This is an optimization exercise on Yosys and OpenROAD, whose aim is small area and a short achievable clock period, not a production implementation.
No functional check of the RTL was part of any run shown here.
No activity file was given, so power comes from the tool's default toggle rates.

## flow/design.v (module list and top-level ports; edited modules follow where they fit)
// module TPU_optimized: 2360 lines
module TPU_optimized #(
    parameter DEPTH     = 4,
    parameter BIT_WIDTH = 8,
    parameter ACC_WIDTH = 24
)
(
    input clk,
    input control,
    input [(BIT_WIDTH*DEPTH)-1:0] data_arr,
    input [(BIT_WIDTH*DEPTH)-1:0] wt_arr,
    output [(ACC_WIDTH*DEPTH)-1:0] acc_out
);
  // ...
==> flow/run.sh <==
#!/bin/bash
# synth_recipe.tcl (not shown) runs the flow's synth.tcl, then flattens the netlist and writes it again
# the make line also repeats each setting of config.mk as NAME=value (left out here)
make -C /OpenROAD-flow-scripts/flow DESIGN_CONFIG=/design/flow/config.mk WORK_HOME=/design/flow/orfs CLKGATE_MAP_FILE= SYNTH_SCRIPT=/design/flow/synth_recipe.tcl finish
==> flow/config.mk <==
export PLATFORM = sky130hd
export DESIGN_NAME = TPU_optimized
export DESIGN_NICKNAME = TPU_optimized
export VERILOG_FILES = /design/flow/design.v
export SDC_FILE = /design/flow/constraint.sdc
export NUM_CORES = 4
export LEC_CHECK = 0
export CAP_MARGIN = 20
export CORE_MARGIN = 2
export CORE_UTILIZATION = 40
export SLEW_MARGIN = 20
==> flow/constraint.sdc <==
create_clock -name core_clock -period 7.5 [get_ports {clk}]
set_input_delay 1.5000 -clock core_clock [delete_from_list [all_inputs] [get_ports {clk}]]
set_output_delay 1.5000 -clock core_clock [all_outputs]
set_load 0.01 [all_outputs]
==> impl_metrics.yaml, run 1 <==
cells_and_area:
  n_clock_buffer: 116
  nonClkBufAreaFrac: 0.03503
  area_growth_pct: 11.92
  final_common_cell: "inv_1"
  fin_util: 0.4511
  num-multi-input-gates: 2210
  seq_cells: 724
timing:
  drv_slew: 0
  layout_setup_ws_ns: 3.759
  setup_tns_ns: 0
  whs_ns: 0.3254
  maxSlewHeadroom: 0.2038
global_route:
  grt_pass1_wl_um: 184100
  grt_usage: 0.2076
  grt_pass1_vias: 32500
  grt-ovfl-total: 0
status:
  outcome: "complete, no violations"
setup_path:
  arrival_ns: 4.26
  crit_path_end_kind: "register"
  setup.worst_path.start: "p3_1_0[5]$_DFF_P_"
  crit_cells: 12
  path_buf_inv: 2
  rr_endpoint: "o1[17]$_DFF_P_"
power_and_ir_drop:
  p_int_mw: 10.75
  comb-power_mw: 7.98
  p_comb_frac: 0.457
drt:
  drt_iter0_drc: 3606
yosys:
  synthAdderAreaFrac: 0.3337
  ys.flop_type: "dfxtp_1"
  synth_top_family_by_area: "adder cells"
  synth_edf_count: 0
  ys_ff_latch: 724
  yosysUniqueCellTypes: 66
cts:
  cts_max_level: 3
  cts_tree: "done"
floorplanning:
  core_region_area_um2: 110500
  die_y_um: 337.7
  start_util: 0.4031
==> inputs of run 2 (changes only) <==
--- a/flow/config.mk
+++ b/flow/config.mk
@@ -10,2 +10,3 @@
 export CORE_UTILIZATION = 40
+export SETUP_SLACK_MARGIN = 4.3
 export SLEW_MARGIN = 20
==> run 2 against run 1 <==
Against the previous run: final cell count up 1.1%; still clean on timing, DRC and antenna; sequential share of layout area decreased by 1.1 points; sequential power is essentially flat; critical path type unchanged; worst hold slack worse by 0.012 ns; core utilization rose by 1.7 points; combinational power rose by 35%; setup slack better by 0.32 ns; maximum frequency grew 9.4%; largest cell class unchanged; largest power group unchanged; global-route usage up 0.47 points; critical endpoint is now o3[14]$_DFF_P_; total power rose by 17%; clock-buffer cell count fell by 2.
==> impl_metrics.yaml, run 2 <==
setup_path:
  arrival_ns: 3.99
  required_ns: 8.07
  startpoint_type: "register"
  crit_type: "reg2reg"
  worst-path-max-fanout: 3
  crit_path_end_kind: "register"
timing:
  layout_setup_ws_ns: 4.081
  finalSetupViolCount: 0
  fmax_mhz: 292.4
  maxSlewHeadroom: 0.2322
  setup_tns_ns: 0
  period_share: 0.4559
  drv_slew: 0
  hold_viol_final: 0
  rsz0062_at_grt: "yes"
  min_period_ns: 3.419
  tightest_slew_ns: 1.150
  fin_skew_ns: 0.03293
yosys:
  synth-seq-area-share: 0.3254
  yosysUniqueCellTypes: 66
  syn_area_um2: 44550
  yosys-top-cells-count: "1113 x inv_1, 724 x dfxtp_1, 600 x fa_1"
  async_reset_ff_frac: 0
  synth_area_leaders: "dfxtp_1 33%, fa_1 27%, inv_1 9.4%, a222oi_1 7.5%, ha_1 6.4%"
  ys.flop_type: "dfxtp_1"
  yosysWarnings: 1
  synth_edf_count: 0
  yosys.area.top_type_share: 0.3254
  synth_cells: 4318
  yosys.area.top_type: "dfxtp_1"
  yosysMostFrequentCell: "inv_1"
  ys_ff_latch: 724
  syn-mean-instance-area_um2: 10.32
cts:
  clk_pin_slew_ns: 0.07
  holdBufCountCts: 0
  cts_root_buf: "clkbuf_16"
  cts_buffers: 82
  clock_sinks: 724
  cts_max_level: 3
  clk_latency_ns: 0.65
  ctsLongestPathBuffers: 3
  cts_tree: "done"
floorplanning:
  num_rows: 122
  die_area_um2: 114100
  ios: 162
  die_y_um: 337.7
  core_region_area_um2: 110500
  die_x_um: 337.7
  start_util: 0.4031
global_route:
  grt_max_degree: 112
  grt-ovfl-total: 0
  grt_pass1_vias: 32870
  grt_usage: 0.2123
  antenna_found_initial: 15
  grt_pass1_wl_um: 188100
place:
  place.gp.congestion: 0.8003
  numPortBuffers: 137
  dp_hpwl_um: 74680
  place_ws_ns: 2.807
cells_and_area:
  drive_above_1_share: 0.1159
  layout_common_cells: "1085 x inv_1, 700 x dfxtp_1, 555 x fa_1"
  regArea_um2: 14520
  nets: 5270
  multi_input_area_um2: 26050
  final_common_cell: "inv_1"
  nFillCells: 10300
  area_growth_pct: 16.25
drt:
  routed_wl_um: 119700
  ant_nets: 0
  viasPerCell: 5.209
  drc: 0
  wire_per_inst_um: 20.15
  vias: 30940
  drt_iter0_drc: 3732
  dr.pass1.iters: 12
hold_path:
  hold_path_class: "reg2reg"
job:
  cap_violations: 0
status:
  outcome: "complete, no violations"
power_and_ir_drop:
  peakVddDrop_mv: 0.2860
  p_total_mw: 20.38
  p_leak_nw: 24.91
  power_density_nw_per_um2: 393.5
[run 2: cell counts after synthesis]
No cell type changed its count.
[run 2: cell type report]
cell class / instances / share of cell area
Antenna cell: 9 / 0.0004349
Clock buffer: 114 / 0.04743
Clock inverter: 36 / 0.008915
Inverter: 1113 / 0.08067
Multi-Input combinational cell: 2210 / 0.5030
Sequential cell: 724 / 0.2805
Tap cell: 1488 / 0.03595
Timing Repair Buffer: 245 / 0.04315
[run 2: layer usage]
layer  global-route usage  wire length (um)
met2               0.3650             58220
met5             0.001702               115
met1               0.2615             47090
met3              0.04170             10170
met4              0.08274              4053
[run 2: cell families after synthesis]
kind of cell,count (synthesis),share of synthesized area
other cells,1,0.00008418
xor+xnor,77,0.01514
buf+inv,1407,0.1206
fa+ha+maj,828,0.3337
mux,2,0.0004494
simple gates,667,0.08606
compound gates,612,0.1186
flops,724,0.3254
[run 2: worst max-delay path, cell delays in order (launching register included)]
cell and delay, ns:
dfxtp_2 0.32, inv_2 0.04, fa_2 0.39, fa_1 0.50, inv_2 0.04, fa_1 0.51, ha_4 0.22, a211oi_4 0.19
o211ai_2 0.15, a311oi_4 0.29, o31ai_4 0.12, or4b_1 0.46, nand3_1 0.11
[run 2: stage by stage]
step	cell area (um^2)	hold WS [ns]	cells	utilization
2_1_floorplan	44910	0.3096	4341	-
3_3_place_gp	47290	0.3108	5731	0.4279
3_5_place_dp	47290	0.3121	5731	0.4279
4_1_cts	51100	0.3193	5912	0.4624
5_1_grt	51770	0.3291	5932	0.4684
6_report	51790	0.3138	5939	0.4686
[run 2: final timing paths]
| check | startpoint | end | slack (ns) | cells after the start |
|---|---|---|---|---|
| max | p3_3_0[6]$_DFF_P_ | o3[14]$_DFF_P_ | 4.08 | 12 |
| min | s1_3_0[0]$_DFF_P_ | s2_3_0[0]$_DFF_P_ | 0.31 | 0 |
| min reg2reg | s1_3_0[0]$_DFF_P_ | s2_3_0[0]$_DFF_P_ | 0.31 | 0 |
| max reg2reg | p3_3_0[6]$_DFF_P_ | o3[14]$_DFF_P_ | 4.08 | 12 |
[run 2: timing repair]
| item | CTS | global route |
|---|---|---|
| pin swaps | 65 | 100 |
| setup endpoints to repair | 99 | 55 |
| gates cloned | 1 | 0 |
| setup buffers | 30 | 18 |
| resized for setup | 163 | 146 |
[run 2: power breakdown]
part,internal (mW),switching [mW]
clock network,2.63,1.69
logic,5.16,5.61
registers,4.81,0.475
total,12.6,7.78

==> afterwards: timing with drivers on the ports <==
How much do the figures lean on ideal ports? The routed layouts below were timed once more, with nothing changed but the port constraints.
Step 1 assumes that a clkbuf_16 drives the clock port and a buf_2 every other input.
Step 2 also shifts input and output timing later by t, the mid clock arrival at the registers, as if the neighbouring blocks saw the same clock.
a / b / c = ideal ports / drivers / drivers and shift; a / b = the first two.
run | t, ns | setup slack, ns | worst setup path after step 2 | slew at the worst register clock pin (ns) | worst data-port slew with drivers (ns)
run 1 | 0.708 | 3.759 / 3.759 / 3.219 | input to register | 0.06 / 0.06 | 0.11
run 2 | 0.705 | 4.081 / 4.081 / 3.684 | input to register | 0.07 / 0.07 | 0.08
After both steps every run listed still meets setup and hold. For run 1, which loses most, drivers alone change the setup slack by 0.000 ns; drivers and shift together by -0.540 ns.
